Source: an optimization exercise on an open RTL-to-GDS flow (aim: a short achievable clock period and few clock cycles). Production flows keep margins and buffers that such runs may drop.
At most, simulation tests tie the RTL to the original design; equivalence was not proved.
No activity file was given, so power comes from the tool's default toggle rates.

==> flow/design.v <==
module overture (
    input  wire       clk_i,
    input  wire       reset_i,
    input  wire [7:0] memory_data_i,
    output wire [7:0] memory_address_o,
    output wire [7:0] io_address_o,
    input  wire [7:0] io_data_read_i,
    output wire [7:0] io_data_write_o,
    output wire       io_data_write_enable_o,
    output wire       io_data_read_enable_o,
    output wire       cpu_halted_o
);
    reg [7:0] pc;
    reg [7:0] r0, r1, r2, r3, r4, r5, r6;
    reg       halted;
    reg [7:0] ir;          
    reg       ir_v;
    reg       ir_pred;     
    reg [7:0] ir_pc1;      
    reg [7:0] ir_srch;     
    reg       ir_bad;      
    reg       ir_r3;       
    reg [2:0] ir_jt;       
    reg [2:0] ir_jm;       
    reg [6:0] e_wen;       
    reg       e_alu;       
    reg       e_io;        
    reg [7:0] e_val;       
    reg       e_valz;      
    reg       e_valz_ok;   
    reg       e_ldi;       
    reg [5:0] e_imm;
    reg       e_add;       
    reg       e_sub;
    reg       e_shl;
    reg       e_shr;
    reg       e_log;
    reg [7:0] op_a;        
    reg [7:0] op_bx;       
    reg [7:0] log_q;       
    reg [2:0] sh_n;        
    reg       re_q;
    reg       we_q;
    reg       bf_phase;    
    reg [7:0] io_addr_q;   
    reg [7:0] io_wdata_q;  
    wire [7:0] sum     = op_a + op_bx + {7'd0, e_sub};
    wire [7:0] shl_out = op_a << sh_n;
    wire [7:0] shr_out = op_a >> sh_n;
    wire [7:0] alu_out = ({8{e_add | e_sub}} & sum) |
                         ({8{e_shl}} & shl_out) |
                         ({8{e_shr}} & shr_out) |
                         ({8{e_log}} & log_q);
    wire [7:0] e_fval = e_ldi ? {2'b00, e_imm} : e_val;
    wire [7:0] e_wval = e_io ? io_data_read_i : e_fval;
    wire [7:0] n0 = e_wen[0] ? e_wval : r0;
    wire [7:0] n1 = e_wen[1] ? e_wval : r1;
    wire [7:0] n2 = e_wen[2] ? e_wval : r2;
    wire [7:0] n3 = e_alu ? alu_out : e_wen[3] ? e_wval : r3;
    wire [7:0] n4 = e_wen[4] ? e_wval : r4;
    wire [7:0] n5 = e_wen[5] ? e_wval : r5;
    wire [7:0] n6 = e_wen[6] ? e_wval : r6;
    wire [7:0] m0 = e_wen[0] ? e_fval : r0;
    wire [7:0] m1 = e_wen[1] ? e_fval : r1;
    wire [7:0] m2 = e_wen[2] ? e_fval : r2;
    wire [7:0] m3 = e_wen[3] ? e_fval : r3;
    wire [7:0] m4 = e_wen[4] ? e_fval : r4;
    wire [7:0] m5 = e_wen[5] ? e_fval : r5;
    wire [7:0] m6 = e_wen[6] ? e_fval : r6;
    wire [7:0] ins    = ir;
    wire [1:0] ty     = ins[7:6];
    wire [2:0] src    = ins[5:3];
    wire [2:0] dst    = ins[2:0];
    wire       bad    = ir_v && ir_bad;
    wire       is_ldi = (ty == 2'b00);
    wire       is_alu = (ty == 2'b01);             
    wire       is_cp  = (ty == 2'b10);
    wire       is_jmp = (ty == 2'b11);             
    wire       is_rd  = is_cp && (src == 3'b111);
    wire       is_wr  = is_cp && (dst == 3'b111);
    wire       is_bf  = is_rd && is_wr;
    wire       zero = e_wen[3] ? (e_ldi ? (e_imm == 6'd0) : e_valz) : (r3 == 8'd0);
    wire       neg  = m3[7];
    wire cond = zero ? ir_jt[0] : neg ? ir_jt[1] : ir_jt[2];
    wire e_r3_late = e_alu | (e_wen[3] & (e_io | (!e_ldi & !e_valz_ok)));
    wire jstall  = ir_r3 && e_r3_late;
    wire bf_rd   = is_bf && !bf_phase;
    wire issue   = ir_v && !halted && !bad && !jstall;
    wire pred     = memory_data_i[7:2] == 6'b110001 && !(ir_v && is_cp && dst == 3'd0);
    wire [7:0] pred_tgt = (ir_v && is_ldi) ? {2'b00, ir[5:0]} : n0;
    wire       f_bad = memory_data_i[6] && memory_data_i[5:3] != 3'd0;
    wire       f_jmp = memory_data_i[7:3] == 5'b11000;
    wire [2:0] f_cc  = memory_data_i[2:0];
    wire [2:0] f_jt  = {3{f_jmp}} & {
        f_cc == 3'b100 || f_cc == 3'b101 || f_cc == 3'b110 || f_cc == 3'b111,    
        f_cc == 3'b010 || f_cc == 3'b011 || f_cc == 3'b100 || f_cc == 3'b101,    
        f_cc == 3'b001 || f_cc == 3'b011 || f_cc == 3'b100 || f_cc == 3'b110};   
    wire mispredict = ir_v && (zero ? ir_jm[0] : neg ? ir_jm[1] : ir_jm[2]);
    wire hold    = halted || bad || (ir_v && (jstall || bf_rd));
    wire [7:0] src_m = ({8{ir_srch[0]}} & m0) | ({8{ir_srch[1]}} & m1) |
                       ({8{ir_srch[2]}} & m2) | ({8{ir_srch[3]}} & m3) |
                       ({8{ir_srch[4]}} & m4) | ({8{ir_srch[5]}} & m5) |
                       ({8{ir_srch[6]}} & m6);
    wire       src_e = |(ir_srch & {1'b1, e_wen});   
    wire fwd_io  = e_io && src_e;
    wire fwd_alu = e_alu && ir_srch[3];
    wire [7:0] src_val = fwd_io ? io_data_read_i : fwd_alu ? alu_out : src_m;
    reg [6:0] wen;
    always @(*) begin
        wen = 7'd0;
        if (is_ldi) wen[0] = 1'b1;
        if (is_alu) wen[3] = 1'b1;
        if (is_cp && dst != 3'b111) wen[dst] = 1'b1;
    end
    wire [3:0] amt = n2[3:0];
    wire [2:0] amt_neg = 3'd0 - amt[2:0];
    always @(posedge clk_i) begin
        if (reset_i) begin
            pc        <= 8'd0;
            halted    <= 1'b0;
            ir_v      <= 1'b0;
            r0 <= 8'd0; r1 <= 8'd0; r2 <= 8'd0; r3 <= 8'd0;
            r4 <= 8'd0; r5 <= 8'd0; r6 <= 8'd0;
            e_wen     <= 7'd0;
            e_alu     <= 1'b0;
            e_io      <= 1'b0;
            re_q      <= 1'b0;
            we_q      <= 1'b0;
            bf_phase  <= 1'b0;
        end else begin
            r0 <= n0; r1 <= n1; r2 <= n2; r3 <= n3;
            r4 <= n4; r5 <= n5; r6 <= n6;
            if (bad)
                halted <= 1'b1;
            if (!hold) begin
                if (mispredict) begin
                    pc   <= cond ? n0 : ir_pc1;
                    ir_v <= 1'b0;      
                end else begin
                    pc      <= pred ? pred_tgt : pc + 8'd1;
                    ir      <= memory_data_i;
                    ir_srch <= 8'd1 << memory_data_i[5:3];
                    ir_bad  <= f_bad;
                    ir_r3   <= f_jmp && memory_data_i[1:0] != 2'b00;
                    ir_jt   <= f_jt;
                    ir_jm   <= f_jt ^ {3{pred}};
                    ir_v    <= 1'b1;
                    ir_pred <= pred;
                    ir_pc1  <= pc + 8'd1;
                end
            end
            e_wen     <= issue ? wen : 7'd0;
            e_alu     <= issue && is_alu;
            e_io      <= issue && is_rd;
            re_q      <= issue && is_rd && !(is_bf && bf_phase);
            we_q      <= issue && is_wr && !bf_rd;
            bf_phase  <= issue && bf_rd;
        end
        e_val     <= src_val;
        e_valz    <= fwd_io ? (io_data_read_i == 8'd0) : (src_m == 8'd0);
        e_valz_ok <= !fwd_alu;
        e_ldi     <= is_ldi;
        e_imm     <= ins[5:0];
        e_add     <= dst == 3'b100;
        e_sub     <= dst == 3'b101;
        e_shl     <= dst == 3'b111 && !amt[3];
        e_shr     <= dst == 3'b111 && amt[3];
        e_log     <= dst[2] == 1'b0 || dst == 3'b110;
        sh_n      <= amt[3] ? amt_neg : amt[2:0];
        op_a      <= n1;
        op_bx     <= n2 ^ {8{dst == 3'b101}};
        case (dst)
            3'b000:  log_q <= n1 | n2;
            3'b001:  log_q <= ~(n1 & n2);
            3'b010:  log_q <= ~(n1 | n2);
            3'b011:  log_q <= n1 & n2;
            default: log_q <= n1 ^ n2;
        endcase
        io_addr_q <= n6;
        io_wdata_q <= src_val;
    end
    assign memory_address_o       = pc;
    assign io_address_o           = io_addr_q;
    assign io_data_write_o        = io_wdata_q;
    assign io_data_write_enable_o = we_q;
    assign io_data_read_enable_o  = re_q;
    assign cpu_halted_o           = halted;
endmodule
Settings: LEC_CHECK=0, ABC_CLOCK_PERIOD_IN_PS=2000, CAP_MARGIN=20, CORE_MARGIN=2, CORE_UTILIZATION=40, SETUP_SLACK_MARGIN=5, SLEW_MARGIN=20; clock period 7.2 ns.
run.sh (not shown) runs the stock make flow with config.mk's settings and CLKGATE_MAP_FILE= SYNTH_SCRIPT=/design/flow/synth_recipe.tcl, a recipe that flattens the netlist after the stock synthesis.
The baseline completed without violations.
Testbench counts at the start, summed over its fixed seeds: cycles 59,732.
Edit:
CORE_UTILIZATION = 30   (was 40)
After rerunning:
- The new run produced a clean layout
- worst setup slack got worse by 0.053 ns
- power rises by 1.0%
- global-route usage falls by 5.2 points
Edit:
CORE_UTILIZATION = 55   (was 30)
Outcome: Wire length shrinks by 1.8%. Worst setup slack is better by 0.074 ns. Power came out lower by 0.41%. Non-clock buffer count fell by 8. Die area went down by 45%. Final area fell by 2.8%. Global-route usage goes up by 14 points. Flip-flop and latch count does not change. Synthesized area stays the same. Worst hold slack gains 0.0086 ns. Cell count falls by 12%.

Another version of the RTL of overture (not shown whole).
For scale: ~870 cells after synthesis.
==> flow/config.mk <==
export PLATFORM = sky130hd
export DESIGN_NAME = overture
export DESIGN_NICKNAME = overture
export VERILOG_FILES = /design/flow/design.v
export SDC_FILE = /design/flow/constraint.sdc
export NUM_CORES = 4
export LEC_CHECK = 0
export ABC_CLOCK_PERIOD_IN_PS = 2000
export CAP_MARGIN = 20
export CORE_MARGIN = 2
export CORE_UTILIZATION = 30
export SETUP_SLACK_MARGIN = 5
export SLEW_MARGIN = 20
==> flow/constraint.sdc <==
create_clock -name core_clock -period 7.2 [get_ports {clk_i}]
set_input_delay 1.4400 -clock core_clock [delete_from_list [all_inputs] [get_ports {clk_i}]]
set_output_delay 1.4400 -clock core_clock [all_outputs]
set_load 0.01 [all_outputs]
Edit:
CORE_UTILIZATION = 55   (was 30)
Cell area came out lower by 3.2%.
Maximum frequency went down by 3.2%.
Global-route usage is higher by 15 points.
Area after synthesis stays the same.
Final cell count decreases by 14%.
Synthesized cell count stays the same.
Edit:
CORE_UTILIZATION = 40   (was 55)
Clock-buffer cell count decreases by 1.
Worst setup slack is better by 0.074 ns.
Power grows by about 3%.
Register-to-register slack improves by 0.16 ns.
Cell count climbs by about 8%.
Edit:
ABC_CLOCK_PERIOD_IN_PS = 1200   (was 2000)
Effect:
- final cell count stays the same
- count of clock-buffer cells in the layout stays the same
- via count does not change
- worst setup slack is unchanged
- synthesized area does not change
- worst hold slack does not change
- sequential power stays flat
- non-clock buffer count does not change
- combinational power barely changes
- routed wire length does not change
- total power stays the same
Function was not checked in any run of this note: the RTL went through the layout flow alone.

==> afterwards: timing with drivers on the ports <==
How much do the figures lean on ideal ports? The routed layouts below were timed once more, with nothing changed but the port constraints. Step 1 sets driving cells, clkbuf_16 on the clock port and buf_2 on the other inputs (assumed; they add their load-dependent delay and slew). Step 2 also shifts input and output timing later by t, the mid clock arrival at the registers, as if the neighbouring blocks saw the same clock. Slacks: no drivers / after step 1 / after step 2; pairs: no drivers / after step 1.
| run | shift t [ns] | setup slack, ns | pins driven straight from the clock port |
|---|---|---|---|
| the first run of note 1 | 0.479 | 4.742 / 4.742 / 4.306 | 1 |
| the second run of note 1 | 0.477 | 4.689 / 4.691 / 4.214 | 1 |
| the third run of note 1 | 0.462 | 4.763 / 4.765 / 4.303 | 1 |
| the first run of note 2 | 0.484 | 4.642 / 4.642 / 4.158 | 1 |
| the second run of note 2 | 0.480 | 4.557 / 4.568 / 4.088 | 1 |
| the third run of note 2 | 0.471 | 4.631 / 4.639 / 4.169 | 1 |
| the fourth run of note 2 | 0.471 | 4.631 / 4.639 / 4.169 | 1 |
After both steps every run listed still meets setup and hold. The setup slack of the first run of note 2, which loses most, moves by 0.000 ns with the drivers and by -0.484 ns with both steps.
